Context: an optimization exercise on an open-source flow, tuned for small area. The choices shown serve that exercise and are no tape-out recipe.
RTL that was checked went through simulation tests only; none was proved equivalent to the original.

==> run A <==
Design design_5, start of the top module:
module design_5 #(parameter width = 8, parameter cwidth = 4)(
  input [width-1:0] OPA, OPB,
  input CLK, RST, CE, MODE, CIN,
  input [1:0] INP_VALID,
  input [cwidth-1:0] CMD,
  output reg [2*width:0] RES,
  output OFLOW,
  output COUT,
  output G,
  output L,
  output E,
  output ERR
);
==> flow/config.mk <==
export PLATFORM = sky130hd
export DESIGN_NAME = design_5
export DESIGN_NICKNAME = design_5
export VERILOG_FILES = /design/flow/design.v
export SDC_FILE = /design/flow/constraint.sdc
export NUM_CORES = 4
export LEC_CHECK = 0
export ABC_AREA = 1
export CAP_MARGIN = 20
export CORE_MARGIN = 2
export CORE_UTILIZATION = 40
export SLEW_MARGIN = 20
export SYNTH_HIERARCHICAL = 1
export SYNTH_MINIMUM_KEEP_SIZE = 0
==> flow/constraint.sdc <==
create_clock -name core_clock -period 8.0 [get_ports {CLK}]
set_input_delay 1.6000 -clock core_clock [delete_from_list [all_inputs] [get_ports {CLK}]]
set_output_delay 1.6000 -clock core_clock [all_outputs]
set_load 0.01 [all_outputs]
standard.sh (not shown) runs the stock make flow with config.mk's settings and CLKGATE_MAP_FILE= SYNTH_SCRIPT=/design/flow/synth_recipe.tcl, a recipe that flattens the netlist after the stock synthesis.
==> flow/flow/run.sh <==
#!/bin/bash
# Layout flow: the standard flow (standard.sh) with two changes:
#  - synthesis is the standard synthesis script (synth_recipe.tcl) with only
#    the ABC mapping script replaced by flow/area.abc (area-oriented mapping);
#  - the port buffers that placement inserts use sky130_fd_sc_hd__buf_1.
# Each tool's full output goes to a log file in this folder.
set -euo pipefail
W=$(pwd)
export MY_ABC_SCRIPT="$W/flow/area.abc"
{
  cat <<'TCL'
proc abc {args} {
  set i [lsearch -exact $args -script]
  if { $i >= 0 } { lset args [expr {$i + 1}] $::env(MY_ABC_SCRIPT) }
  yosys abc {*}$args
}
TCL
  cat "$W/synth_recipe.tcl"
} > "$W/own_synth.tcl"
bash "$W/standard.sh" finish "SYNTH_SCRIPT=$W/own_synth.tcl" \
  "BUFFER_PORTS_ARGS=-buffer_cell sky130_fd_sc_hd__buf_1" > "$W/flow_make.log" 2>&1
==> flow/flow/area.abc <==
&get -n
&st
&dc2
&put
dch -f
amap
topo
==> run E: changes against run A <==
--- a/flow/design.v
+++ b/flow/design.v
@@ -89,24 +89,25 @@
   wire ones_a = o_idb & A[0];
   wire mul   = o_imul | o_smul;
   wire cin   = o_add1 | o_sub | o_ssub | (o_ida & ~B[0]) | (o_idb & ~A[0]) | o_imul;
   wire rot   = o_rot;
   wire sa    = o_sha | rot;             
-  wire shl   = (o_sha & B[0]) | (o_shb & A[0]);
-  wire shr   = (o_sha & ~B[0]) | (o_shb & ~A[0]);
-  wire [2:0] k = B[2:0];
+  wire shla  = o_sha & B[0], shra = o_sha & ~B[0];
+  wire shlb  = o_shb & A[0], shrb = o_shb & ~A[0];
+  wire shl   = shla | shlb;
+  wire shr   = shra | shrb;
   wire [7:0] oh;
   genvar gj;
   generate for (gj = 0; gj < 8; gj = gj + 1) begin : g_oh
-    if (gj == 1)      assign oh[gj] = (rot & (k == gj)) | shl;
-    else if (gj == 7) assign oh[gj] = (rot & (k == gj)) | shr;
-    else              assign oh[gj] = rot & (k == gj);
+    if (gj == 1)      assign oh[gj] = (rot & (B[2:0] == gj)) | shla;
+    else if (gj == 7) assign oh[gj] = (rot & (B[2:0] == gj)) | shra;
+    else              assign oh[gj] = rot & (B[2:0] == gj);
   end endgenerate
   wire [8:0] U = ({sgn & A[7], A} & {9{use_a}}) | {9{ones_a}};
   wire [8:0] V = ({sgn & B[7], B} & {9{use_b}}) ^ {9{inv_b}};
-  wire [7:0] X = (A & {8{mul | sa}}) | (oh & {8{o_shb}});
-  wire [7:0] Y = (B & {8{mul | o_shb}}) | (oh & {8{sa}});
+  wire [7:0] X = (A & {8{mul | sa}}) | {shrb, 5'b0, shlb, 1'b0};
+  wire [7:0] Y = (B & {8{mul | o_shb}}) | oh;
   wire [16:0] R;      
   wire c_split;
   wire r8 = R[8] ^ c_split;
   wire pp0_0 = X[0] & Y[0];
   wire pp0_1 = X[0] & Y[1];
@@ -364,26 +365,26 @@
   reg [7:0] f2;
   integer i;
   always @* for (i = 0; i < 8; i = i + 1)
     f2[i] = fgrp & ((op[3] & A[i] & B[i]) | (op[2] & A[i] & ~B[i]) | (op[1] & ~A[i] & B[i]) | (op[0] & ~A[i] & ~B[i]));
   wire arith9 = o_add | o_add1 | o_sub | o_sub1 | sgn | o_ida | o_idb;
-  wire lo_en  = arith9 | rot | shl;
   wire hi_en  = rot | shr;
   wire sx     = o_sub | o_sub1 | sgn | (o_ida & B[0]) | (o_idb & A[0]);
   wire cf     = o_add | o_add1 | sgn;
-  wire [8:0] val = ({r8 & arith9, R[7:0] & {8{lo_en}}}) | {1'b0, R[15:8] & {8{hi_en}}} | {1'b0, f2};
+  wire [8:0] val = {r8 & arith9, R[7] & ~shr, R[6:0]} | {1'b0, R[15:8] & {8{hi_en}}} | {1'b0, f2};
   wire f_of = ((o_sub | o_sub1) & lt)
             | (o_sadd & (A[7] == B[7]) & (R[7] != A[7]))
             | (o_ssub & (A[7] != B[7]) & (R[7] != A[7]));
   wire cmpop = o_cmp | sgn;
   wire f_e = cmpop & eq;
   wire f_l = cmpop & lt;
   wire f_g = cmpop & gt;
   wire f_err = rot & (|B[7:3]);
-  assign enc = mul ? (o_imul ? {1'b1, R[8] & c_split, R[16:9], r8, R[7:0]}
-                             : {1'b1, c_split, R[15:8], R[7:0], 1'b0})
-                   : {2'b00, cf & r8, 1'b0, f_err, f_e, f_l, f_g, f_of, sx & r8, val};
+  assign enc[7:0]  = o_smul ? {R[6:0], 1'b0} : val[7:0];
+  assign enc[8]    = o_smul ? R[7] : r8 & (arith9 | o_imul);
+  assign enc[18:9] = mul ? (o_imul ? {1'b1, R[8] & c_split, R[16:9]} : {1'b1, c_split, R[15:8]})
+                         : {2'b00, cf & r8, 1'b0, f_err, f_e, f_l, f_g, f_of, sx & r8};
   wire m = s2[18];
   wire sext = s2[9];
   wire [7:0] hi = s2[16:9] + s2[17];
   always @* RES[16:9] = m ? hi : {8{sext}};
   assign COUT  = m ? hi[7] : s2[16];
==> flow/flow/area.abc (replaced) <==
&get -n
&st
&dc2
&dch -f
&nf -a
&put
topo
- CTS_BUF_LIST: default -> sky130_fd_sc_hd__clkbuf_16
- CTS_CLUSTER_DIAMETER: default -> 500
- CTS_CLUSTER_SIZE: default -> 50
==> impl_results.md <==
* Most frequent cells in the layout: nor2_1, o21ai_0, fa_1, clkinv_1, buf_1
* Hold path cells at 1
* Drt initial violations at around 560
* Status: complete, no violations
* Fmax at 0.134 GHz
* Core area at between 10000 and 15000 sq um
* Clock latency (worst-skew pair) at roughly 0.29 ns
* Multi-input gate area at 3640 sq um
* CP max stage cell: fa_1
The numbers above come from run A.

==> impl_results.md <==
* Core area at 11900 sq um
* Status: complete, no violations
* Multi-input gate area at 3660 sq um
* Arr. time, crit path at 7.70 ns
* Fmax at 0.132 GHz
* CP max stage cell: dfrtp_1
* Hold path cells at 2
* Final worst clock skew at 0.00357 ns
* Drt initial violations at between 300 and 400
The numbers above come from run E.

Function not checked in run A: the RTL went through the layout flow alone.

port drivers added, routing unchanged:
Ports are ideal in the flow. The routed layouts listed here were re-timed in OpenROAD.
Step 1: set_driving_cell puts a clkbuf_16 on CLK and a buf_2 on each other input, an assumption about the parent block.
Step 2, shift: input delay + t, output delay - t, t = (earliest + latest rising clock arrival at the registers) / 2. This alone moves slack from input paths to output paths.
Slacks: no drivers / after step 1 / after step 2; pairs: no drivers / after step 1.
run | shift t [ns] | setup WS [ns] | worst register clock-pin slew, ns
run A | 0.322 | 0.521 / 0.521 / 0.521 | 0.06 / 0.06
run E | 0.319 | 0.438 / 0.438 / 0.438 | 0.06 / 0.06
After both steps every run listed still meets setup and hold.
